This is an optimization exercise on Yosys and OpenROAD, whose aim is small area, a short achievable clock period and few clock cycles per item, not a production implementation. The RTL was checked by simulation tests, not by an equivalence proof against the original design.

==> flow/design.v (outline; a module is shown in full before it is edited, if it fits) <==
// module PE: 716 lines
// module systolic_array: 38 lines
// module adder32: 212 lines
// module systolic_array_top: 71 lines
module systolic_array_top #(
    parameter DATAWIDTH = 16,
    parameter N_SIZE = 3
) (
    input  logic clk,
    input  logic rst_n,
    input  logic valid_in,
    input  logic [N_SIZE*DATAWIDTH-1:0] matrix_a_in,    
    input  logic [N_SIZE*DATAWIDTH-1:0] matrix_b_in,    
    output logic valid_out,
    output logic [N_SIZE*DATAWIDTH*2-1:0] matrix_c_out
);
  // ...
==> flow/flow/run.sh <==
#!/bin/bash
# The standard layout, with timing repair aiming at a 3.2 ns period (setup
# margin 6.8 ns on the 10 ns clock) instead of the 10 ns period itself, and
# the port buffers made with buf_2 cells.
set -euo pipefail
bash standard.sh finish SETUP_SLACK_MARGIN=6.8 "BUFFER_PORTS_ARGS=-buffer_cell sky130_fd_sc_hd__buf_2" > flow.log 2>&1
==> flow/standard.sh <==
#!/bin/bash
# synth_recipe.tcl (not shown) runs the flow's synth.tcl, then flattens the netlist and writes it again
# the make line also repeats each setting of config.mk as NAME=value (left out here)
make -C /OpenROAD-flow-scripts/flow DESIGN_CONFIG=/design/flow/config.mk WORK_HOME=/design/flow/orfs CLKGATE_MAP_FILE= SYNTH_SCRIPT=/design/flow/synth_recipe.tcl "${@:-finish}"
==> flow/config.mk <==
export PLATFORM = sky130hd
export DESIGN_NAME = systolic_array_top
export DESIGN_NICKNAME = systolic_array_top
export VERILOG_FILES = /design/flow/design.v
export SDC_FILE = /design/flow/constraint.sdc
export NUM_CORES = 4
export LEC_CHECK = 0
export CAP_MARGIN = 20
export CORE_MARGIN = 2
export CORE_UTILIZATION = 40
export SLEW_MARGIN = 20
==> flow/constraint.sdc <==
create_clock -name core_clock -period 10.0 [get_ports {clk}]
set_input_delay 2.0000 -clock core_clock [delete_from_list [all_inputs] [get_ports {clk}]]
set_output_delay 2.0000 -clock core_clock [all_outputs]
set_load 0.01 [all_outputs]
==> implementation parameters, run 1 <==
Parameter                              Value

Flow run
  Max-capacitance violation count ... 0

Setup path
  Ordered list of cells on the worst path ... buf_6
  Category of the most critical setup path ... reg -> out
  Number of cells on the critical path ... 1
  Reg2Reg Setup Slack ... between 6 and 7 ns
  Critical path startpoint ... u_array.sum[95]

CTS
  Clock root buffer ... clkbuf_16
  # resized after CTS ... 126
  TritonCTS clock tree ... done
  Clock transition time at the flip-flop clock pins of the worst setup and hold paths ... about 0.070 ns
  Post-CTS setup repair buffer count ... 12
  Sinks on the clock net ... 559

Yosys
  Yosys reg bits ... around 560
  Ys async rst share ... 0.894%
  Adder-Cell Fraction of Synth Area ... 16.9%

Layout
  Area taken by multi-input logic gates ... around 28,000 sq um
  Proportion of cell area spent on the clock network ... between 5 and 6%
  Max FFs per register ... about 140
  Leading cell kind ... multi-input gates

Placement
  RePlAce Congestion ... between 0.8 and 0.9

Timing
  Period utilisation layout ... 31.7%
  WHS ... 0.317 ns
  Relative slew slack ... just over 30%

Global routing
  Leftover overflow at the end of global routing ... 0
  Met3 GRT Util ... roughly 4%

Status
  Run status ... complete, no violations
Testbench counts, summed over its fixed seeds: cycles 3,840, items 320.
==> inputs of run 2 (changes only) <==
==> flow/flow/run.sh (replaced) <==
#!/bin/bash
# The standard layout, with timing repair aiming at a 3.2 ns period (setup
# margin 6.8 ns on the 10 ns clock) instead of the 10 ns period itself, the
# port buffers made with buf_2 cells, and repair_design aiming at the
# library's own slew and capacitance limits (no extra margin).
set -euo pipefail
bash standard.sh finish SETUP_SLACK_MARGIN=6.8 "BUFFER_PORTS_ARGS=-buffer_cell sky130_fd_sc_hd__buf_2" CAP_MARGIN=0 SLEW_MARGIN=0 > flow.log 2>&1
==> implementation parameters, run 2 <==
Parameter                              Value

Yosys
  Largest area contributor in the synthesized netlist ... dfxtp_1
  Warnings, synthesis ... 2
  Ys async rst share ... 0.894% (unchanged)
  Post-synthesis average cell area ... ~9.9 sq um
  Predominant post-synthesis flop cell ... dfxtp_1
  Summed instance area of the synthesized netlist ... around 40,000 sq um
  Syn Inst Count ... slightly above 4,000
  Post-synth EDFFs ... 0
  Share of Yosys cell area claimed by the top area cell type ... 26.9%
  Dominant cells by area after synthesis ... dfxtp_1 (27%), xnor2_1 (22%), a22oi_1 (5.7%), maj3_1 (4.9%), ha_1 (4.9%)
  Yosys reg bits ... 559 (unchanged)
  Synth Net Count ... between 4,000 and 5,000
  Most instantiated library cell after synthesis ... xnor2_1
  Proportion of synthesized chip area in sequential cells ... a little over a quarter
  Count of distinct cell types in the synthesized netlist ... 62
  Top post-synthesis cells by count ... xnor2_1 (1,053), dfxtp_1 (554), a22oi_1 (312), maj3_1 (203), nand2_1 (180)

Global routing
  Tot GR Track Use ... ~21%
  Pin count of the biggest net entering global routing ... 65
  Leftover overflow at the end of global routing ... 0 (unchanged)
  Wire length of the first global-routing pass ... 177,000 um
  Via count of the first global-routing pass ... 29,400
  Antenna violations before repair ... 11

Timing
  Number of hold violations in the final report ... 0
  Total of endpoints with negative setup slack in the final report ... 0
  Unrepaired setup endpoints after global routing ... true
  Total negative slack ... 0 ns
  Final-report max-slew violation count ... 0
  Skew final ... around 0.042 ns
  Achievable Freq ... 316 MHz
  Period utilisation layout ... 31.7% (unchanged)
  Relative slew slack ... 30.5% (unchanged)
  Worst-Margin Slew ... 1.04 ns
  Minimum setup slack in the final design ... between 6 and 7 ns
  Minimum period implied by the final worst setup slack ... roughly 3.2 ns

Placement
  RePlAce Congestion ... 0.846 (unchanged)
  # port buffers ... between 150 and 200
  Post-detail-place hpwl ... ~77,000 um
  Setup slack after placement ... ~5.9 ns
  Cells after DPL ... 5,505

Layout
  Fill cell count ... between 9,000 and 10,000
  Leading cell types in the layout, fill and taps excluded ... xnor2_1 (1,046), dfxtp_1 (490), a22oi_1 (303), buf_2 (192), maj3_1 (191)
  Number of cells in the finished layout apart from fillers ... roughly 5,700
  Max FFs per register ... 144 (unchanged)
  Leading cell type in the layout, fill and taps excluded ... xnor2_1
  Proportion of layout cells with a drive suffix above 1 ... approximately a fifth
  Area growth syn-to-layout ... 14.3%
  Top flop regs ... b (144), u_array.s_q (96), u_array.sum (96)
  Register name with the most flops ... b
  Final-stage net count ... 4,594
  Final core utilization ... 46.2%

Detailed routing
  DRT Wirelength ... about 120,000 um
  Average wire length per cell after detail routing ... between 20 and 25 um
  Via/cell ratio ... 5.38
  Violation count after the first detailed-route iteration ... between 2,000 and 3,000
  Residual antenna-violating net count after detailed routing ... 0
  Drt drc ... 0
  Via Count ... 30,600
  Count of TritonRoute iterations in the first routing pass ... 7

Setup path
  Reg2Reg Setup Slack ... 6.84 ns (about the same)
  R2R Path End ... u_array.c_q[53]
  Critical path capture point type ... primary output
  Slowest-stage cell, CP ... dfxtp_2
  Maximum fanout count along the critical path ... 1
  Kind of start point of the critical path ... flip-flop
  Category of the most critical setup path ... reg -> out
  Ordered list of cells on the worst path ... buf_6
  Required time worst endpoint ... ~8.0 ns
  Worst R2R Path Depth ... 10
  CP Buf/Inv Count ... 1
  Launch point of the worst reg-to-reg path ... b[25]
  Cell type group with the largest total delay on the critical path ... flip-flops
  Data arrival at the endpoint of the critical path ... roughly 1.2 ns
  Max stage delay on crit path ... between 0.3 and 0.4 ns

Status
  Run status ... complete, no violations

CTS
  Sinks on the clock net ... 559 (unchanged)
  TritonCTS clock tree ... done
  Number of buffers inserted during clock tree synthesis ... 68
  H-tree levels ... 3
  Clock transition time at the flip-flop clock pins of the worst setup and hold paths ... 0.07 ns (about the same)
  Max Root-Sink Buffers ... 3
  Clock root buffer ... clkbuf_16
  Clock latency of the later-clocked register in the worst-skew pair ... approximately 0.67 ns

Floorplan
  Initial Utilization ... around 40%
  I/O pin count ... about 200
  Y dimension of the die ... between 300 and 400 um
  Standard-cell row count ... roughly 120
  Placeable core region ... approximately 100,000 sq um
  Floorplan die area ... ~110,000 sq um
  Width of the chip ... around 320 um

Hold path
  Hold Startpoint ... b[75]
  Hold-critical path endpoint ... b[123]
  Number of instances on the worst hold path ... 0
  Hold Crit Class ... reg -> reg

Flow run
  Max-capacitance violation count ... 0 (unchanged)
[run 2: cell counts after synthesis]
No cell type changed its count.
[run 2: layout make-up]
| cell class | instances | area, sq um | share of cell area [%] |
|---|---|---|---|
| clock inverters | 32 | 472 | 1.00 |
| inverters | 127 | 505 | 1.07 |
| multi-input cells | 3205 | 28300 | 60.1 |
| flip-flops and latches | 559 | 11400 | 24.3 |
| well taps | 1368 | 1710 | 3.64 |
| clock buffers | 86 | 1900 | 4.04 |
| repair buffers | 300 | 2760 | 5.86 |
| diodes | 4 | 10.0 | 0.0213 |
[run 2: how the worst max path moves through the flow]
| stage | start | endpoint | slack (ns) | cells after the start |
|---|---|---|---|---|
| finish | u_array.sum[95] | matrix_c_out[95] | 6.83 | 1 |
| global route | two[1] | u_array.c_q[50] | 6.78 | 11 |
| detailed placement | neg[5] | u_array.c_q[51] | 5.88 | 10 |
| floorplan | two[2] | u_array.c_q[21] | 6.79 | 14 |
| global placement | neg[5] | u_array.c_q[51] | 5.97 | 10 |
| CTS | valid_out | valid_out | 6.78 | 1 |
[run 2: cells by family (layout without fill, tap and decap cells)]
family | count (synthesis) | in the layout | synth area share, %
compound gates | 689 | 689 | 12.0
xor+xnor | 1314 | 1314 | 30.6
fa+ha+maj | 565 | 565 | 16.9
buf+inv | 389 | 545 | 4.80
flops | 559 | 559 | 27.2
mux | 86 | 86 | 2.30
other cells | 0 | 4 | 0
simple gates | 551 | 551 | 6.21
[run 2: per-layer routing]
metal,vias up,GRT usage (%),share of wire (%)
met5,-,0,0.061
li1,14300,-,-
met4,12,8.54,4.7
met3,311,4.04,8.8
met1,14700,29.9,44
met2,1286,32.5,42
[run 2: stage by stage]
stage,hold slack (ns),instance area [sq um]
2_1_floorplan,0.310,41400
3_3_place_gp,0.310,42800
3_5_place_dp,0.312,42800
4_1_cts,0.313,46100
5_1_grt,0.328,47000
6_report,0.317,47000
[run 2: timing repair]
action | CTS | global route
endpoints found under the setup margin | 142 | 95
buffers inserted | 12 | 14
cloned | 9 | 19
hold buffers | 0 | 0
pin swaps | 6 | 19
resized for setup | 126 | 94
==> inputs of run 3 (changes only) <==
==> flow/flow/run.sh (replaced) <==
#!/bin/bash
# The standard layout, with timing repair aiming at a 3.2 ns period (setup
# margin 6.8 ns on the 10 ns clock) instead of the 10 ns period itself, the
# port buffers made with buf_2 cells, and Yosys's area-oriented ABC script.
set -euo pipefail
bash standard.sh finish SETUP_SLACK_MARGIN=6.8 "BUFFER_PORTS_ARGS=-buffer_cell sky130_fd_sc_hd__buf_2" ABC_AREA=1 > flow.log 2>&1
==> implementation parameters, run 3 <==
Parameter                              Value

Detailed routing
  Count of TritonRoute iterations in the first routing pass ... 6 (-1)
  Residual antenna-violating net count after detailed routing ... 0 (unchanged)
  Drt drc ... 0 (unchanged)
  Average wire length per cell after detail routing ... 18.0 um (-18%)
  DRT Wirelength ... 172,000 um (+39%)
  Violation count after the first detailed-route iteration ... 4,820 (+92%)
  Via Count ... 50,800 (+66%)
  Via/cell ratio ... 5.30 (-1.5%)

Placement
  Post-detail-place hpwl ... 118,000 um (+53%)
  # port buffers ... 195 (unchanged)
  Setup slack after placement ... 5.56 ns (-0.328 ns)
  RePlAce Congestion ... 0.934 (+10%)
  Post-placement cell area ... 49,400 sq um (+15%)

Yosys
  Summed instance area of the synthesized netlist ... 47,400 sq um (+15%)
  Proportion of synthesized chip area in sequential cells ... 23.7% (-3.6 points)
  Syn Inst Count ... 7,755 (+87%)
  Count of distinct cell types in the synthesized netlist ... 50 (-19%)
  Ys async rst share ... 0.894% (unchanged)
  Synth Net Count ... 8,088 (+80%)
  Top post-synthesis cells by count ... nand2_1 (3,362), nand3_1 (951), inv_1 (747), dfxtp_1 (554), xor2_1 (350)
  Post-synth EDFFs ... 0 (unchanged)
  Largest area contributor in the synthesized netlist ... nand2_1
  Dominant cells by area after synthesis ... nand2_1 (27%), dfxtp_1 (23%), nand3_1 (10%), xor2_1 (6.5%), inv_1 (5.9%)
  Warnings, synthesis ... 2 (unchanged)
  Share of Yosys cell area claimed by the top area cell type ... 26.6% (-0.30 points)
  Most instantiated library cell after synthesis ... nand2_1
  Post-synthesis average cell area ... 6.11 sq um (-38%)
  Predominant post-synthesis flop cell ... dfxtp_1
  Yosys reg bits ... 559 (unchanged)

Floorplan
  Width of the chip ... 348 um (+7.2%)
  Standard-cell row count ... 126 (+7.7%)
  Floorplan die area ... 121,000 sq um (+15%)
  Y dimension of the die ... 348 um (+7.2%)
  I/O pin count ... 196 (unchanged)
  Placeable core region ... 118,000 sq um (+16%)
  Initial Utilization ... 40.2% (-0.18 points)

Layout
  Top flop regs ... b (144), u_array.s_q (96), u_array.sum (96)
  Proportion of layout cells with a drive suffix above 1 ... 11.3% (-7.8 points)
  Leading cell type in the layout, fill and taps excluded ... nand2_1
  Area growth syn-to-layout ... 16.1%
  Leading cell types in the layout, fill and taps excluded ... nand2_1 (3,332), nand3_1 (942), inv_1 (716), dfxtp_1 (516), xor2_1 (313)
  Final-stage net count ... 8,321 (+81%)
  Max FFs per register ... 144 (unchanged)
  Register name with the most flops ... b
  Fill cell count ... 12,100 (+25%)
  Final Instance Area ... 55,000 sq um (+17%)

Timing
  Minimum setup slack in the final design ... 6.75 ns (-0.0848 ns)
  Worst-Margin Slew ... 0.816 ns (-0.226 ns)
  Unrepaired setup endpoints after global routing ... true
  WHS ... 0.312 ns (-0.00541 ns)
  Relative slew slack ... 45.0% (+15 points)
  Minimum period implied by the final worst setup slack ... 3.25 ns (+0.0848 ns)
  Number of hold violations in the final report ... 0 (unchanged)
  Achievable Freq ... 307 MHz (-2.6%)
  Total of endpoints with negative setup slack in the final report ... 0 (unchanged)
  Total negative slack ... 0 ns (unchanged)
  Final-report max-slew violation count ... 0 (unchanged)
  Skew final ... 0.0422 ns (+0.000662 ns)
  Period utilisation layout ... 32.5% (+0.85 points)

Setup path
  Slowest-stage cell, CP ... fa_2
  Required time worst endpoint ... 10.58 ns (+2.58 ns)
  Maximum fanout count along the critical path ... 8 (+7)
  Critical path capture point type ... flip-flop
  Data arrival at the endpoint of the critical path ... 3.83 ns (+2.66 ns)
  Cell type group with the largest total delay on the critical path ... simple AND/OR/NAND/NOR gates
  Kind of start point of the critical path ... flip-flop
  Ordered list of cells on the worst path ... buf_8 -> clkinvlp_4 -> buf_4 -> o22ai_1 -> xor2_1 -> fa_2 -> xor2_1 -> o21ai_1 -> inv_1 -> nor2_1 -> or2_2 -> or2_2 -> nand2_1 -> inv_1 -> nand2_1 -> nand2_1 -> nand2_1 -> nand2_1
  CP Buf/Inv Count ... 5 (+4)
  Most frequent cell on the critical path ... nand2_1
  Category of the most critical setup path ... reg -> reg
  Max stage delay on crit path ... 0.39 ns (+0.03 ns)

CTS
  H-tree levels ... 3 (unchanged)
  Clock root buffer ... clkbuf_16
  Sinks on the clock net ... 559 (unchanged)
  Max Root-Sink Buffers ... 3 (unchanged)
  Hold-fix buffers at CTS ... 0 (unchanged)
  Clock latency of the later-clocked register in the worst-skew pair ... 0.69 ns (+0.02 ns)
  TritonCTS clock tree ... done
  Number of buffers inserted during clock tree synthesis ... 70 (+2.9%)
  Clock transition time at the flip-flop clock pins of the worst setup and hold paths ... 0.06 ns (about the same)

Global routing
  Pin count of the biggest net entering global routing ... 63 (-3.1%)
  Wire length of the first global-routing pass ... 255,000 um (+44%)
  Leftover overflow at the end of global routing ... 0 (unchanged)
  Antenna violations before repair ... 10 (-1)
  Tot GR Track Use ... 27.0% (+5.6 points)
  Via count of the first global-routing pass ... 45,700 (+56%)

Hold path
  Hold Crit Class ... reg -> reg

Flow run
  Max-capacitance violation count ... 0 (unchanged)

Status
  Run status ... complete, no violations
[run 3: cell types whose count changed in the layout (fill, tap and decap cells not counted), sizes merged, moves of 49 or more]
cell,change
o22ai,+175
a21boi,+109
o21ai,+105
xnor2,-1010
buf,+131
maj3,-331
nor2b,-87
inv,+617
nand2,+3185
xor2,+179
nor2,+112
a22oi,-360
nand3,+943
nand3b,+49
[run 3: final timing paths]
kind	to	slack, ns	depth (start not counted)	from
min in group asynchronous	cnt[0]	1.13	1	rst_n
setup / recovery	u_array.s_q[18]	6.75	18	b[11]
hold reg to reg	a1[37]	0.31	0	a1[21]
setup reg to reg	u_array.s_q[18]	6.75	18	b[11]
max in group asynchronous	cnt[3]	8.74	1	rst_n
hold / removal	a1[37]	0.31	0	a1[21]
[run 3: area by class of cell]
cell class / count / area (sq um) / share of cell area [%]
tap: 1536 / 1920 / 3.49
sequential: 559 / 11300 / 20.6
multi-input combinational: 6165 / 32600 / 59.2
timing repair buffer: 419 / 3580 / 6.51
antenna: 4 / 10.0 / 0.0182
timing repair inverter: 1 / 5.00 / 0.00910
clock inverter: 38 / 552 / 1.00
clock buffer: 90 / 1950 / 3.54
inverter: 772 / 3090 / 5.62
[run 3: kinds of logic after synthesis]
group / count (synthesis) / share of synthesized area (%)
flops: 559 / 23.7
xor+xnor: 425 / 7.91
mux: 72 / 1.69
simple gates: 4708 / 40.6
compound gates: 726 / 9.47
fa+ha+maj: 234 / 7.32
buf+inv: 1031 / 9.35
[run 3: metal layers]
metal | track usage, % | wire [um]
met1 | 34.9 | 71800
met2 | 42.8 | 74100
met4 | 13.1 | 9040
met5 | 0 | 57
met3 | 5.49 | 17100
[run 3: through the flow]
step / util, % / instances
global route: 46.7 / 9581
finish: 46.7 / 9584
detailed placement: 41.9 / 9308
floorplan: - / 7755
global placement: 41.9 / 9307
CTS: 45.0 / 9483
[run 3: repair_timing]
item / 4_1_cts / 5_1_grt
setup endpoints to repair: 189 / 108
setup buffers: 39 / 90
resized for setup: 146 / 297
gates cloned: 8 / 7
pin swaps: 4 / 64
[run 3: worst reg2reg max path: cells and delay by family (launching register included)]
kind / cells / cell delay, ns
flops: 1 / 0.33
fa+ha+maj: 1 / 0.39
buf+inv: 5 / 0.78
compound gates: 2 / 0.24
simple gates: 8 / 0.98
xor+xnor: 2 / 0.44
==> inputs of run 4 (changes only) <==
==> flow/flow/run.sh (replaced) <==
#!/bin/bash
# The standard layout, with timing repair aiming at a 3.2 ns period (setup
# margin 6.8 ns on the 10 ns clock) instead of the 10 ns period itself, the
# port buffers made with buf_2 cells, and larger clock-sink clusters.
set -euo pipefail
bash standard.sh finish SETUP_SLACK_MARGIN=6.8 "BUFFER_PORTS_ARGS=-buffer_cell sky130_fd_sc_hd__buf_2" CTS_CLUSTER_SIZE=20 CTS_CLUSTER_DIAMETER=100 > flow.log 2>&1
==> implementation parameters, run 4 <==
Parameter                              Value

Yosys
  Top post-synthesis cells by count ... xnor2_1 (1,053), dfxtp_1 (554), a22oi_1 (312), maj3_1 (203), nand2_1 (180)
  Summed instance area of the synthesized netlist ... 41,200 sq um (-13%)
  Predominant post-synthesis flop cell ... dfxtp_1
  Share of Yosys cell area claimed by the top area cell type ... 26.9% (+0.30 points)
  Most instantiated library cell after synthesis ... xnor2_1
  Syn Inst Count ... 4,153 (-46%)
  Proportion of synthesized chip area in sequential cells ... 27.2% (+3.6 points)
  Post-synth EDFFs ... 0 (unchanged)
  Count of distinct cell types in the synthesized netlist ... 62 (+24%)
  Warnings, synthesis ... 2 (unchanged)
  Ys async rst share ... 0.894% (unchanged)
  Synth Net Count ... 4,486 (-45%)
  Dominant cells by area after synthesis ... dfxtp_1 (27%), xnor2_1 (22%), a22oi_1 (5.7%), maj3_1 (4.9%), ha_1 (4.9%)
  Post-synthesis average cell area ... 9.91 sq um (+62%)
  Yosys reg bits ... 559 (unchanged)
  Largest area contributor in the synthesized netlist ... dfxtp_1

Layout
  Register name with the most flops ... b
  Leading cell types in the layout, fill and taps excluded ... xnor2_1 (1,043), dfxtp_1 (486), a22oi_1 (303), buf_2 (194), maj3_1 (191)
  Max FFs per register ... 144 (unchanged)
  Area growth syn-to-layout ... 12.1%
  Final Instance Area ... 46,200 sq um (-16%)
  Leading cell type in the layout, fill and taps excluded ... xnor2_1
  Fill cell count ... 9,669 (-20%)
  Top flop regs ... b (144), u_array.s_q (96), u_array.sum (96)
  Final-stage net count ... 4,580 (-45%)
  Proportion of layout cells with a drive suffix above 1 ... 18.7% (+7.4 points)

Flow run
  Max-capacitance violation count ... 0 (unchanged)

Floorplan
  Placeable core region ... 102,000 sq um (-13%)
  Standard-cell row count ... 117 (-7.1%)
  Y dimension of the die ... 325 um (-6.7%)
  Initial Utilization ... 40.4% (+0.18 points)
  Width of the chip ... 325 um (-6.7%)
  I/O pin count ... 196 (unchanged)
  Floorplan die area ... 105,000 sq um (-13%)

Hold path
  Hold Startpoint ... b[84]
  Hold Crit Class ... reg -> reg
  Number of instances on the worst hold path ... 0 (unchanged)
  Hold-critical path endpoint ... b[132]

Global routing
  Wire length of the first global-routing pass ... 176,000 um (-31%)
  Pin count of the biggest net entering global routing ... 65 (+3.2%)
  Via count of the first global-routing pass ... 29,100 (-36%)
  Antenna violations before repair ... 9 (-1)
  Leftover overflow at the end of global routing ... 0 (unchanged)
  Tot GR Track Use ... 21.3% (-5.7 points)

Detailed routing
  Via/cell ratio ... 5.40 (+1.8%)
  Average wire length per cell after detail routing ... 21.8 um (+21%)
  Violation count after the first detailed-route iteration ... 2,588 (-46%)
  Residual antenna-violating net count after detailed routing ... 0 (unchanged)
  DRT Wirelength ... 123,000 um (-29%)
  Count of TritonRoute iterations in the first routing pass ... 5 (-1)
  Drt drc ... 0 (unchanged)
  Via Count ... 30,400 (-40%)

CTS
  Clock root buffer ... clkbuf_16
  H-tree levels ... 2 (-1)
  Clock latency of the later-clocked register in the worst-skew pair ... 0.65 ns (-0.04 ns)
  Number of buffers inserted during clock tree synthesis ... 39 (-44%)
  Clock transition time at the flip-flop clock pins of the worst setup and hold paths ... 0.08 ns (+0.02 ns)
  Max Root-Sink Buffers ... 3 (unchanged)
  Hold-fix buffers at CTS ... 0 (unchanged)
  Sinks on the clock net ... 559 (unchanged)
  TritonCTS clock tree ... done

Timing
  Period utilisation layout ... 31.6% (-0.89 points)
  Worst-Margin Slew ... 1.04 ns (+0.225 ns)
  Skew final ... 0.0323 ns (-0.00984 ns)
  Number of hold violations in the final report ... 0 (unchanged)
  Achievable Freq ... 316 MHz (+2.8%)
  Total of endpoints with negative setup slack in the final report ... 0 (unchanged)
  Final-report max-slew violation count ... 0 (unchanged)
  Unrepaired setup endpoints after global routing ... true
  Total negative slack ... 0 ns (unchanged)
  Relative slew slack ... 30.5% (-15 points)
  Minimum period implied by the final worst setup slack ... 3.16 ns (-0.0892 ns)

Setup path
  Cell type group with the largest total delay on the critical path ... flip-flops
  Kind of start point of the critical path ... flip-flop
  CP Buf/Inv Count ... 1 (-4)
  Launch point of the worst reg-to-reg path ... b[1]
  Critical path capture point type ... primary output
  Ordered list of cells on the worst path ... buf_2
  Category of the most critical setup path ... reg -> out
  Slowest-stage cell, CP ... dfxtp_1
  Max stage delay on crit path ... 0.33 ns (-0.06 ns)
  Worst R2R Path Depth ... 7 (-11)
  Data arrival at the endpoint of the critical path ... 1.16 ns (-2.67 ns)
  Maximum fanout count along the critical path ... 1 (-7)
  Required time worst endpoint ... 8.00 ns (-2.58 ns)
  R2R Path End ... u_array.c_q[16]
  Reg2Reg Setup Slack ... 6.87 ns (+0.12 ns)

Placement
  Post-detail-place hpwl ... 77,100 um (-34%)
  # port buffers ... 195 (unchanged)
  RePlAce Congestion ... 0.846 (-9.4%)
  Post-placement cell area ... 42,800 sq um (-13%)

Status
  Run status ... complete, no violations
-- run 4: cell types whose count changed in the layout (fill, tap and decap cells not counted), sizes merged, moves of 175 or more --
cell,previous run,this run
a22oi,0,360
inv,745,136
maj3,0,331
nand2,3365,180
nand3,954,11
o22ai,177,2
xnor2,72,1082
xor2,353,174
-- run 4: kinds of logic after synthesis --
family	count (synthesis)	share of synthesized area [%]
adders and majority gates	565	16.9
xor gates and xnor gates	1314	30.6
AOI/OAI and AO/OA	689	12.0
buffers and inverters	389	4.80
DFF	559	27.2
muxes	86	2.30
and+or+nand+nor	551	6.21
-- run 4: through the flow --
step	std cells	utilization, %	hold slack (ns)	worst slack [ns]
floorplan	4153	-	0.310	6.79
global placement	5505	42.0	0.310	5.97
detailed placement	5505	42.0	0.312	5.88
CTS	5593	44.2	0.320	6.78
global route	5641	45.3	0.327	6.78
finish	5642	45.3	0.320	6.84
-- run 4: timing repair --
item	4_1_cts	5_1_grt
cloned	11	17
resized for setup	126	101
hold endpoints to repair	0	0
setup endpoints to repair	138	98
setup buffers	13	28
pin swaps	7	21
-- run 4: layout make-up --
| class | count | area [sq um] | share of cell area, % |
|---|---|---|---|
| Tap cell | 1368 | 1710 | 3.71 |
| Sequential cell | 559 | 11400 | 24.7 |
| Antenna cell | 4 | 10.0 | 0.0217 |
| Clock buffer | 43 | 991 | 2.15 |
| Clock inverter | 21 | 303 | 0.656 |
| Timing Repair Buffer | 315 | 2890 | 6.26 |
| Multi-Input combinational cell | 3205 | 28300 | 61.4 |
| Inverter | 127 | 505 | 1.10 |
-- run 4: per-layer routing --
layer | vias up | share of wire [%] | GRT usage [%]
met2 | 1242 | 42 | 32.5
met5 | - | 0.046 | 0
met3 | 263 | 9.1 | 3.89
met1 | 14700 | 44 | 29.9
met4 | 10 | 4.4 | 7.88
li1 | 14200 | - | -
-- run 4: worst max-delay path by stage --
stage                                from          endpoint  cells past startpoint
final                     u_array.sum[93]  matrix_c_out[93]                      1
after global routing               one[2]   u_array.c_q[52]                     11
after CTS                          one[4]   u_array.c_q[51]                     10
after detailed placement           neg[5]   u_array.c_q[51]                     10
after global placement             neg[5]   u_array.c_q[51]                     10
after floorplan                    two[2]   u_array.c_q[21]                     14
==> inputs of run 5 (changes only) <==
--- a/flow/flow/run.sh
+++ b/flow/flow/run.sh
@@ -5,2 +5,2 @@
 set -euo pipefail
-bash standard.sh finish SETUP_SLACK_MARGIN=6.8 "BUFFER_PORTS_ARGS=-buffer_cell sky130_fd_sc_hd__buf_2" CTS_CLUSTER_SIZE=20 CTS_CLUSTER_DIAMETER=100 > flow.log 2>&1
+bash standard.sh finish SETUP_SLACK_MARGIN=6.8 "BUFFER_PORTS_ARGS=-buffer_cell sky130_fd_sc_hd__buf_2" CTS_CLUSTER_SIZE=20 CTS_CLUSTER_DIAMETER=60 > flow.log 2>&1
==> implementation parameters, run 5 <==
Parameter                              Value

Placement
  Setup slack after placement ... 5.88 ns (unchanged)
  RePlAce Congestion ... 0.846 (unchanged)
  # port buffers ... 195 (unchanged)
  Post-detail-place hpwl ... 77,100 um (unchanged)

Global routing
  Leftover overflow at the end of global routing ... 0 (unchanged)
  Antenna violations before repair ... 8 (-1)
  Tot GR Track Use ... 21.4% (+0.11 points)
  Wire length of the first global-routing pass ... 176,000 um (+0.28%)
  Pin count of the biggest net entering global routing ... 65 (unchanged)
  Via count of the first global-routing pass ... 29,300 (+0.79%)

Yosys
  Proportion of synthesized chip area in sequential cells ... 27.2% (unchanged)
  Ys async rst share ... 0.894% (unchanged)
  Largest area contributor in the synthesized netlist ... dfxtp_1
  Summed instance area of the synthesized netlist ... 41,200 sq um (unchanged)
  Post-synth EDFFs ... 0 (unchanged)
  Predominant post-synthesis flop cell ... dfxtp_1
  Yosys reg bits ... 559 (unchanged)
  Warnings, synthesis ... 2 (unchanged)
  Share of Yosys cell area claimed by the top area cell type ... 26.9% (unchanged)
  Syn Inst Count ... 4,153 (unchanged)
  Synth Net Count ... 4,486 (unchanged)
  Dominant cells by area after synthesis ... dfxtp_1 (27%), xnor2_1 (22%), a22oi_1 (5.7%), maj3_1 (4.9%), ha_1 (4.9%)
  Post-synthesis average cell area ... 9.91 sq um (unchanged)
  Top post-synthesis cells by count ... xnor2_1 (1,053), dfxtp_1 (554), a22oi_1 (312), maj3_1 (203), nand2_1 (180)
  Count of distinct cell types in the synthesized netlist ... 62 (unchanged)
  Most instantiated library cell after synthesis ... xnor2_1

CTS
  Sinks on the clock net ... 559 (unchanged)
  TritonCTS clock tree ... done
  Clock root buffer ... clkbuf_16
  Max Root-Sink Buffers ... 3 (unchanged)
  H-tree levels ... 3 (+1)
  Number of buffers inserted during clock tree synthesis ... 67 (+72%)
  Clock transition time at the flip-flop clock pins of the worst setup and hold paths ... 0.08 ns (about the same)
  Clock latency of the later-clocked register in the worst-skew pair ... 0.67 ns (+0.02 ns)

Flow run
  Max-capacitance violation count ... 0 (unchanged)

Setup path
  Kind of start point of the critical path ... flip-flop
  Most frequent cell on the critical path ... maj3_1
  Category of the most critical setup path ... reg -> reg
  Reg2Reg Setup Slack ... 6.83 ns (-0.04 ns)
  Required time worst endpoint ... 10.54 ns (+2.54 ns)
  Ordered list of cells on the worst path ... buf_12 -> clkbuf_16 -> a22oi_1 -> xnor2_1 -> fa_1 -> o21ai_0 -> a21oi_1 -> maj3_1 -> maj3_2 -> maj3_1
  Maximum fanout count along the critical path ... 12 (+11)
  Data arrival at the endpoint of the critical path ... 3.70 ns (+2.54 ns)
  Critical path capture point type ... flip-flop
  Max stage delay on crit path ... 0.51 ns (+0.18 ns)
  Slowest-stage cell, CP ... fa_1

Floorplan
  Y dimension of the die ... 325 um (unchanged)
  Width of the chip ... 325 um (unchanged)
  Placeable core region ... 102,000 sq um (unchanged)
  I/O pin count ... 196 (unchanged)
  Floorplan die area ... 105,000 sq um (unchanged)
  Initial Utilization ... 40.4% (unchanged)
  Standard-cell row count ... 117 (unchanged)

Layout
  Final-stage net count ... 4,605 (+0.55%)
  Max FFs per register ... 144 (unchanged)
  Register cell area after layout ... 11,400 sq um (about the same)
  Register name with the most flops ... b
  Leading cell types in the layout, fill and taps excluded ... xnor2_1 (1,047), dfxtp_1 (489), a22oi_1 (304), buf_2 (193), maj3_1 (190)
  Top flop regs ... b (144), u_array.s_q (96), u_array.sum (96)
  Fill cell count ... 9,624 (-0.47%)
  Area growth syn-to-layout ... 14.3%
  Area taken by multi-input logic gates ... 28,300 sq um (-0.25%)
  Proportion of layout cells with a drive suffix above 1 ... 19.5% (+0.81 points)
  Leading cell type in the layout, fill and taps excluded ... xnor2_1

Detailed routing
  DRT Wirelength ... 124,000 um (+0.80%)
  Count of TritonRoute iterations in the first routing pass ... 5 (unchanged)
  Via Count ... 30,500 (+0.32%)
  Via/cell ratio ... 5.36 (-0.61%)
  Drt drc ... 0 (unchanged)
  Average wire length per cell after detail routing ... 21.7 um (-0.14%)
  Violation count after the first detailed-route iteration ... 2,369 (-8.5%)
  Residual antenna-violating net count after detailed routing ... 0 (unchanged)

Timing
  Relative slew slack ... 32.2% (+1.7 points)
  Period utilisation layout ... 31.7% (about the same)
  Unrepaired setup endpoints after global routing ... true
  Minimum period implied by the final worst setup slack ... 3.17 ns (+0.00226 ns)
  Skew final ... 0.0510 ns (+0.0186 ns)
  Achievable Freq ... 316 MHz (about the same)
  Worst-Margin Slew ... 1.02 ns (-0.0254 ns)
  Total of endpoints with negative setup slack in the final report ... 0 (unchanged)
  Total negative slack ... 0 ns (unchanged)
  Minimum setup slack in the final design ... 6.83 ns (-0.00226 ns)
  Final-report max-slew violation count ... 0 (unchanged)
  Number of hold violations in the final report ... 0 (unchanged)

Hold path
  Hold Crit Class ... reg -> reg

Status
  Run status ... complete, no violations
## run 5: changes by cell type in the layout (fill, tap and decap cells not counted), moves of 4 or more
cell,change
clkbuf_16,+29
inv_6,+12
inv_8,+6
buf_6,-5
buf_8,+4
clkbuf_8,+4
clkinv_2,+4
xnor2_1,+4
## run 5: through the flow
stage | cell area, sq um | util [%] | instances | hold slack, ns
global placement | 42800 | 42.0 | 5505 | 0.310
CTS | 46000 | 45.2 | 5651 | 0.319
finish | 47000 | 46.2 | 5695 | 0.319
detailed placement | 42800 | 42.0 | 5505 | 0.312
global route | 47000 | 46.2 | 5694 | 0.318
floorplan | 41400 | - | 4153 | 0.310
## run 5: critical path, delay by kind of cell (launching register included)
| kind | cells | cell delay (ns) |
|---|---|---|
| adder cells (fa/ha/maj) | 4 | 1.65 |
| AO/OA/AOI/OAI | 3 | 0.51 |
| flip-flops | 1 | 0.37 |
| buffers and inverters | 2 | 0.34 |
| XOR/XNOR | 1 | 0.17 |
## run 5: per-layer routing
metal	up-vias	global-route usage, %	share of wire [%]
met5	-	0	0.045
met4	10	8.35	4.6
met3	285	4.54	9.0
met2	1252	32.4	42
met1	14700	29.7	44
li1	14300	-	-
## run 5: logic make-up after synthesis
| family | synth area share (%) |
|---|---|
| and+or+nand+nor | 6.21 |
| buffers and inverters | 4.80 |
| AOI/OAI and AO/OA | 12.0 |
| DFF | 27.2 |
| adders and majority gates | 16.9 |
| xor gates and xnor gates | 30.6 |
| muxes | 2.30 |
## run 5: repair_timing
action,4_1_cts,5_1_grt
buffers inserted,15,22
hold buffers,0,0
pin swaps,6,20
gates cloned,11,18
gates resized for setup,126,92
endpoints found under the setup margin,142,94
## run 5: layout make-up
| type | count | share of cell area, % |
|---|---|---|
| Tap cell | 1368 | 3.64 |
| Sequential cell | 559 | 24.3 |
| Clock buffer | 72 | 3.69 |
| Clock inverter | 48 | 1.10 |
| Antenna cell | 4 | 0.0213 |
| Inverter | 127 | 1.06 |
| Timing Repair Buffer | 312 | 6.18 |
| Multi-Input combinational cell | 3205 | 60.1 |
## run 5: path summary, 6_finish.rpt
| check | start | endpoint | cells after the start |
|---|---|---|---|
| hold reg to reg | a1[12] | a1[28] | 0 |
| max in group asynchronous | rst_n | cnt[3] | 1 |
| setup / recovery | two[1] | u_array.c_q[50] | 10 |
| setup reg to reg | two[1] | u_array.c_q[50] | 10 |
| hold / removal | a1[12] | a1[28] | 0 |
| min in group asynchronous | rst_n | valid_out | 1 |
==> inputs of run 6 (changes only) <==
--- a/flow/flow/run.sh
+++ b/flow/flow/run.sh
@@ -5,2 +5,2 @@
 set -euo pipefail
-bash standard.sh finish SETUP_SLACK_MARGIN=6.8 "BUFFER_PORTS_ARGS=-buffer_cell sky130_fd_sc_hd__buf_2" CTS_CLUSTER_SIZE=20 CTS_CLUSTER_DIAMETER=60 > flow.log 2>&1
+bash standard.sh finish SETUP_SLACK_MARGIN=6.8 "BUFFER_PORTS_ARGS=-buffer_cell sky130_fd_sc_hd__buf_2" CTS_CLUSTER_SIZE=24 CTS_CLUSTER_DIAMETER=80 > flow.log 2>&1
==> implementation parameters, run 6 <==
Parameter                              Value

Status
  Run status ... complete, no violations

Setup path
  CP Buf/Inv Count ... 1 (-1)
  Ordered list of cells on the worst path ... buf_2
  Max stage delay on crit path ... 0.37 ns (-0.14 ns)
  Critical path capture point type ... primary output
  Data arrival at the endpoint of the critical path ... 1.15 ns (-2.55 ns)
  R2R Path End ... u_array.c_q[55]
  Reg2Reg Setup Slack ... 6.85 ns (about the same)
  End point of the critical path ... valid_out
  Critical path startpoint ... valid_out
  Cell type group with the largest total delay on the critical path ... flip-flops
  Number of cells on the critical path ... 1 (-9)
  Worst R2R Path Depth ... 10 (unchanged)
  Kind of start point of the critical path ... flip-flop
  Launch point of the worst reg-to-reg path ... two[3]
  Category of the most critical setup path ... reg -> out
  Slowest-stage cell, CP ... dfrtp_1
  Required time worst endpoint ... 8.00 ns (-2.54 ns)
  Maximum fanout count along the critical path ... 1 (-11)

Placement
  RePlAce Congestion ... 0.846 (unchanged)
  Post-detail-place hpwl ... 77,100 um (unchanged)
  Cells after DPL ... 5,505 (unchanged)
  # port buffers ... 195 (unchanged)

Floorplan
  Initial Utilization ... 40.4% (unchanged)
  Floorplan die area ... 105,000 sq um (unchanged)
  Standard-cell row count ... 117 (unchanged)
  I/O pin count ... 196 (unchanged)
  Width of the chip ... 325 um (unchanged)
  Y dimension of the die ... 325 um (unchanged)
  Placeable core region ... 102,000 sq um (unchanged)

Global routing
  Leftover overflow at the end of global routing ... 0 (unchanged)
  Pin count of the biggest net entering global routing ... 65 (unchanged)
  Antenna violations before repair ... 10 (+2)
  Tot GR Track Use ... 21.5% (+0.050 points)
  Wire length of the first global-routing pass ... 177,000 um (+0.26%)
  Via count of the first global-routing pass ... 29,100 (-0.72%)

Yosys
  Post-synthesis mux area share ... 2.30% (unchanged)
  Synth Area in Compound Gates ... 12.0% (unchanged)
  Top post-synthesis cells by count ... xnor2_1 (1,053), dfxtp_1 (554), a22oi_1 (312), maj3_1 (203), nand2_1 (180)
  Post-synthesis average cell area ... 9.91 sq um (unchanged)
  Largest area contributor in the synthesized netlist ... dfxtp_1
  Share of Yosys cell area claimed by the top area cell type ... 26.9% (unchanged)
  Dominant combinational cell family by area after synthesis ... XOR/XNOR gates
  Xor-xnor portion of the synthesized cell area ... 30.6% (unchanged)
  Syn Inst Count ... 4,153 (unchanged)
  Predominant post-synthesis flop cell ... dfxtp_1
  Yosys reg bits ... 559 (unchanged)
  Ys async rst share ... 0.894% (unchanged)
  Summed instance area of the synthesized netlist ... 41,200 sq um (unchanged)
  Warnings, synthesis ... 2 (unchanged)
  Most instantiated library cell after synthesis ... xnor2_1
  Count of distinct cell types in the synthesized netlist ... 62 (unchanged)
  Proportion of synthesized chip area in sequential cells ... 27.2% (unchanged)
  Dominant cells by area after synthesis ... dfxtp_1 (27%), xnor2_1 (22%), a22oi_1 (5.7%), maj3_1 (4.9%), ha_1 (4.9%)
  Simple logic cell fraction of the synthesized area ... 6.21% (unchanged)
  Synth Net Count ... 4,486 (unchanged)
  Post-synth EDFFs ... 0 (unchanged)
  Adder-Cell Fraction of Synth Area ... 16.9% (unchanged)

Layout
  Final core utilization ... 45.5% (-0.66 points)
  Register name with the most flops ... b
  Top flop regs ... b (144), u_array.s_q (96), u_array.sum (96)
  Area growth syn-to-layout ... 12.6%
  Final-stage net count ... 4,585 (-0.43%)
  Fill cell count ... 9,683 (+0.61%)
  Proportion of layout cells with a drive suffix above 1 ... 18.7% (-0.77 points)
  Number of cells in the finished layout apart from fillers ... 5,654 (-0.72%)
  Leading cell type in the layout, fill and taps excluded ... xnor2_1
  Register cell area after layout ... 11,400 sq um (about the same)
  Max FFs per register ... 144 (unchanged)
  Leading cell types in the layout, fill and taps excluded ... xnor2_1 (1,044), dfxtp_1 (488), a22oi_1 (303), buf_2 (194), maj3_1 (190)
  Area taken by multi-input logic gates ... 28,300 sq um (+0.12%)

Detailed routing
  Via Count ... 30,400 (-0.50%)
  Average wire length per cell after detail routing ... 21.8 um (+0.49%)
  Drt drc ... 0 (unchanged)
  Via/cell ratio ... 5.37 (+0.22%)
  Residual antenna-violating net count after detailed routing ... 0 (unchanged)
  Violation count after the first detailed-route iteration ... 2,666 (+13%)
  Count of TritonRoute iterations in the first routing pass ... 7 (+2)
  DRT Wirelength ... 123,000 um (-0.24%)

Timing
  Worst-Margin Slew ... 1.01 ns (-0.00413 ns)
  Number of hold violations in the final report ... 0 (unchanged)
  Unrepaired setup endpoints after global routing ... true
  Total negative slack ... 0 ns (unchanged)
  Period utilisation layout ... 31.5% (-0.12 points)
  Final-report max-slew violation count ... 0 (unchanged)
  Relative slew slack ... 32.5% (+0.28 points)
  WHS ... 0.320 ns (+0.000433 ns)
  Minimum period implied by the final worst setup slack ... 3.15 ns (-0.0123 ns)
  Achievable Freq ... 317 MHz (+0.39%)
  Skew final ... 0.0519 ns (+0.000971 ns)
  Total of endpoints with negative setup slack in the final report ... 0 (unchanged)

CTS
  Number of buffers inserted during clock tree synthesis ... 43 (-36%)
  Clock transition time at the flip-flop clock pins of the worst setup and hold paths ... 0.09 ns (about the same)
  Max Root-Sink Buffers ... 3 (unchanged)
  Clock root buffer ... clkbuf_16
  Clock latency of the later-clocked register in the worst-skew pair ... 0.67 ns (about the same)
  TritonCTS clock tree ... done
  Sinks on the clock net ... 559 (unchanged)
  H-tree levels ... 2 (-1)

Flow run
  Max-capacitance violation count ... 0 (unchanged)

Hold path
  Hold Crit Class ... reg -> reg
run 6: cell types whose count changed in the layout (fill, tap and decap cells not counted), sizes merged:
cell      before  now
bufbuf        11   13
clkinvlp       4    2
inv          153  136
bufinv         2    0
clkbuf        90   66
clkinv        16   13
buf          283  288
run 6: stage by stage:
stage	area, sq um	worst slack [ns]
floorplan	41400	6.79
global placement	42800	5.97
detailed placement	42800	5.88
CTS	45300	6.79
global route	46400	6.76
finish	46400	6.85
run 6: logic make-up (layout without fill, tap and decap cells):
logic type	Yosys count	count (layout)
XOR/XNOR	1314	1314
adder cells (fa/ha/maj)	565	565
AND/OR/NAND/NOR	551	551
multiplexers	86	86
buffers and inverters	389	518
flip-flops	559	559
other	0	4
AO/OA/AOI/OAI	689	689
run 6: layer usage:
metal  wire length [um]  vias up  share of wire [%]  track usage, %
li1                   -    14200                  -               -
met1              55000    14600                 45            30.1
met2              52100     1297                 42            32.9
met3              11200      273                9.1            3.87
met4               5050       10                4.1            7.71
met5                 61        -              0.049               0
run 6: repair_timing:
item                                    in CTS  in global routing
endpoints found under the hold margin        0                  0
hold buffers                                 0                  0
resized for setup                          132                 93
gates cloned                                13                 15
endpoints found under the setup margin     144                 91
pin swaps                                    7                 21
setup buffers                               13                 29
run 6: area by class of cell:
type	instances	area share [%]
inverter	127	1.10
sequential	559	24.6
clock inverter	24	0.753
tap	1368	3.69
clock buffer	51	2.47
multi-input combinational	3205	61.0
timing repair buffer	316	6.34
antenna	4	0.0216
run 6: worst min path at each step:
stage | start | endpoint | cells past startpoint
final | b[52] | b[100] | 0
after global routing | b[52] | b[100] | 0
after CTS | b[52] | b[100] | 0
after detailed placement | b[61] | b[109] | 0
after global placement | a1[30] | a1[46] | 0
after floorplan | a1[0] | a1[16] | 0
==> inputs of run 7 (changes only) <==
==> flow/flow/run.sh (replaced) <==
#!/bin/bash
# The standard layout, with timing repair aiming at a 3.1 ns period (setup
# margin 6.9 ns on the 10 ns clock) instead of the 10 ns period itself, the
# port buffers made with buf_2 cells, and larger clock-sink clusters.
set -euo pipefail
bash standard.sh finish SETUP_SLACK_MARGIN=6.9 "BUFFER_PORTS_ARGS=-buffer_cell sky130_fd_sc_hd__buf_2" CTS_CLUSTER_SIZE=24 CTS_CLUSTER_DIAMETER=80 > flow.log 2>&1
==> implementation parameters, run 7 <==
Parameter                              Value

Floorplan
  Standard-cell row count ... 117 (unchanged)
  Y dimension of the die ... 325 um (unchanged)
  Placeable core region ... 102,000 sq um (unchanged)
  Initial Utilization ... 40.4% (unchanged)
  I/O pin count ... 196 (unchanged)
  Floorplan die area ... 105,000 sq um (unchanged)
  Width of the chip ... 325 um (unchanged)

CTS
  Clock transition time at the flip-flop clock pins of the worst setup and hold paths ... 0.10 ns (about the same)
  Max Root-Sink Buffers ... 3 (unchanged)
  Number of buffers inserted during clock tree synthesis ... 43 (unchanged)
  Clock root buffer ... clkbuf_16
  Sinks on the clock net ... 559 (unchanged)
  H-tree levels ... 2 (unchanged)
  Clock latency of the later-clocked register in the worst-skew pair ... 0.66 ns (about the same)
  TritonCTS clock tree ... done

Placement
  Post-detail-place hpwl ... 76,000 um (-1.4%)
  RePlAce Congestion ... 0.829 (-2.0%)
  Cells after DPL ... 5,503 (-0.036%)
  # port buffers ... 195 (unchanged)

Yosys
  Largest area contributor in the synthesized netlist ... dfxtp_1
  Post-synthesis average cell area ... 9.91 sq um (unchanged)
  Summed instance area of the synthesized netlist ... 41,200 sq um (unchanged)
  Post-synth EDFFs ... 0 (unchanged)
  Most instantiated library cell after synthesis ... xnor2_1
  Proportion of synthesized chip area in sequential cells ... 27.2% (unchanged)
  Dominant cells by area after synthesis ... dfxtp_1 (27%), xnor2_1 (22%), a22oi_1 (5.7%), maj3_1 (4.9%), ha_1 (4.9%)
  Ys async rst share ... 0.894% (unchanged)
  Synth Net Count ... 4,486 (unchanged)
  Predominant post-synthesis flop cell ... dfxtp_1
  Syn Inst Count ... 4,153 (unchanged)
  Yosys reg bits ... 559 (unchanged)
  Top post-synthesis cells by count ... xnor2_1 (1,053), dfxtp_1 (554), a22oi_1 (312), maj3_1 (203), nand2_1 (180)
  Warnings, synthesis ... 2 (unchanged)
  Count of distinct cell types in the synthesized netlist ... 62 (unchanged)
  Share of Yosys cell area claimed by the top area cell type ... 26.9% (unchanged)

Global routing
  Via count of the first global-routing pass ... 29,800 (+2.2%)
  Antenna violations before repair ... 13 (+3)
  Tot GR Track Use ... 22.6% (+1.1 points)
  Layer with the highest usage ... met2
  Met1 track utilization from global routing ... 31.0% (+0.96 points)
  Pin count of the biggest net entering global routing ... 75 (+15%)
  Met3 GRT Util ... 5.26% (+1.4 points)
  Leftover overflow at the end of global routing ... 0 (unchanged)
  Wire length of the first global-routing pass ... 184,000 um (+3.9%)
  GR Layer Usage met2 ... 34.4% (+1.5 points)

Detailed routing
  Via Count ... 30,500 (+0.25%)
  Drt drc ... 0 (unchanged)
  Violation count after the first detailed-route iteration ... 2,759 (+3.5%)
  DRT Wirelength ... 124,000 um (+0.58%)
  Via/cell ratio ... 5.39 (+0.32%)
  Residual antenna-violating net count after detailed routing ... 0 (unchanged)
  Average wire length per cell after detail routing ... 22.0 um (+0.65%)
  Count of TritonRoute iterations in the first routing pass ... 6 (-1)

Setup path
  Category of the most critical setup path ... reg -> out
  Max stage delay on crit path ... 0.37 ns (about the same)
  Maximum fanout count along the critical path ... 1 (unchanged)
  Critical path capture point type ... primary output
  Cell type group with the largest total delay on the critical path ... flip-flops
  Slowest-stage cell, CP ... dfrtp_1
  CP Buf/Inv Count ... 1 (unchanged)
  Critical path startpoint ... valid_out
  Required time worst endpoint ... 8.00 ns (about the same)
  Kind of start point of the critical path ... flip-flop
  Ordered list of cells on the worst path ... buf_2
  Data arrival at the endpoint of the critical path ... 1.15 ns (about the same)
  Launch point of the worst reg-to-reg path ... neg[5]

Timing
  Achievable Freq ... 318 MHz (+0.21%)
  Number of hold violations in the final report ... 0 (unchanged)
  Final-report max-slew violation count ... 0 (unchanged)
  Skew final ... 0.0545 ns (+0.00256 ns)
  Minimum period implied by the final worst setup slack ... 3.15 ns (-0.00650 ns)
  Unrepaired setup endpoints after global routing ... true
  Worst-Margin Slew ... 0.702 ns (-0.309 ns)
  Total negative slack ... 0 ns (unchanged)
  Total of endpoints with negative setup slack in the final report ... 0 (unchanged)
  Period utilisation layout ... 31.5% (-0.065 points)
  Relative slew slack ... 53.2% (+21 points)

Layout
  Final-stage net count ... 4,582 (-0.065%)
  Area growth syn-to-layout ... 14.7%
  Top flop regs ... b (144), u_array.s_q (96), u_array.sum (96)
  Proportion of layout cells with a drive suffix above 1 ... 21.4% (+2.7 points)
  Fill cell count ... 9,709 (+0.27%)
  Number of cells in the finished layout apart from fillers ... 5,650 (-0.071%)
  Max FFs per register ... 144 (unchanged)
  Register name with the most flops ... b
  Leading cell types in the layout, fill and taps excluded ... xnor2_1 (1,027), dfxtp_1 (447), a22oi_1 (287), nand2_1 (180), maj3_1 (175)
  Leading cell type in the layout, fill and taps excluded ... xnor2_1

Hold path
  Hold Crit Class ... reg -> reg
  Hold Startpoint ... b[79]

Flow run
  Max-capacitance violation count ... 0 (unchanged)

Status
  Run status ... complete, no violations
==> run 7: cell type report <==
class                   instances  area [sq um]  area share (%)
well taps                    1368          1710            3.62
diodes                          3          7.51          0.0159
clock inverters                26           348           0.736
repair buffers                313          3380            7.15
clock buffers                  49          1150            2.44
multi-input cells            3205         28700            60.7
inverters                     127           508            1.08
flip-flops and latches        559         11500            24.3
==> run 7: cells by family (layout without fill, tap and decap cells) <==
kind of cell / Yosys count / after routing / share of synthesized area, %
other: 0 / 3 / 0
adders and majority gates: 565 / 565 / 16.9
DFF: 559 / 559 / 27.2
muxes: 86 / 86 / 2.30
buffers and inverters: 389 / 515 / 4.80
AOI/OAI and AO/OA: 689 / 689 / 12.0
and+or+nand+nor: 551 / 551 / 6.21
xor gates and xnor gates: 1314 / 1314 / 30.6
==> run 7: metal layers <==
metal | up-vias | part of all wire, %
li1 | 14200 | -
met1 | 14700 | 45
met2 | 1232 | 42
met3 | 287 | 9.3
met4 | 18 | 4.0
met5 | - | 0.091
==> run 7: timing repair <==
| action | CTS | global route |
|---|---|---|
| gates cloned | 25 | 4 |
| buffers inserted | 13 | 27 |
| gates resized for setup | 229 | 171 |
| hold endpoints to repair | 0 | 0 |
| setup endpoints to repair | 231 | 143 |
| hold buffers | 0 | 0 |
| pin swaps | 11 | 62 |
==> run 7: metrics by stage <==
step / cell area (sq um) / hold slack [ns] / setup slack [ns] / utilization (%)
after floorplan: 41500 / 0.310 / 6.87 / -
after global placement: 42900 / 0.310 / 5.88 / 42.1
after detailed placement: 42900 / 0.312 / 5.85 / 42.1
after CTS: 46200 / 0.324 / 6.80 / 45.3
after global routing: 47200 / 0.331 / 6.80 / 46.4
final: 47200 / 0.314 / 6.85 / 46.4
==> run 7: path summary, 6_finish.rpt <==
| check | end | slack, ns | cells after the start |
|---|---|---|---|
| worst min register to register | b[127] | 0.31 | 0 |
| worst max-delay path | valid_out | 6.85 | 1 |
| min in group asynchronous | cnt[1] | 1.15 | 1 |
| worst max register to register | u_array.c_q[51] | 6.91 | 9 |
| worst min-delay path | b[127] | 0.31 | 0 |
| max in group asynchronous | cnt[0] | 8.73 | 1 |

port drivers added, routing unchanged:
The results above use ideal ports. As a check the final layouts listed here were re-extracted and re-timed, cells and wires unchanged.
Step 1 (the two cells are an assumption about what drives the block):
set clk [get_ports {clk}]
set_driving_cell -lib_cell sky130_fd_sc_hd__clkbuf_16 $clk
set_driving_cell -lib_cell sky130_fd_sc_hd__buf_2 [delete_from_list [all_inputs] $clk]
Step 2 adds t to the input delays and takes it off the output delays; t is the mean of the earliest and latest rising clock arrival at the registers after step 1. Input paths then give back, and output paths get back, about the clock's delay inside the block.
a / b / c = ideal / step 1 / step 2; a / b = the first two.
run | t (ns) | setup slack, ns | pins driven straight from the clock port
run 1 | 0.725 | 6.832 / 6.755 / 6.842 | 1
run 2 | 0.725 | 6.832 / 6.755 / 6.842 | 1
run 3 | 0.746 | 6.747 / 6.747 / 6.617 | 1
run 4 | 0.706 | 6.836 / 6.763 / 6.870 | 1
run 5 | 0.720 | 6.834 / 6.764 / 6.834 | 1
run 6 | 0.714 | 6.846 / 6.775 / 6.853 | 1
run 7 | 0.706 | 6.853 / 6.782 / 6.909 | 1
After both steps every run listed still meets setup and hold. The setup slack of run 3, which loses most, moves by 0.000 ns with the drivers and by -0.130 ns with both steps.
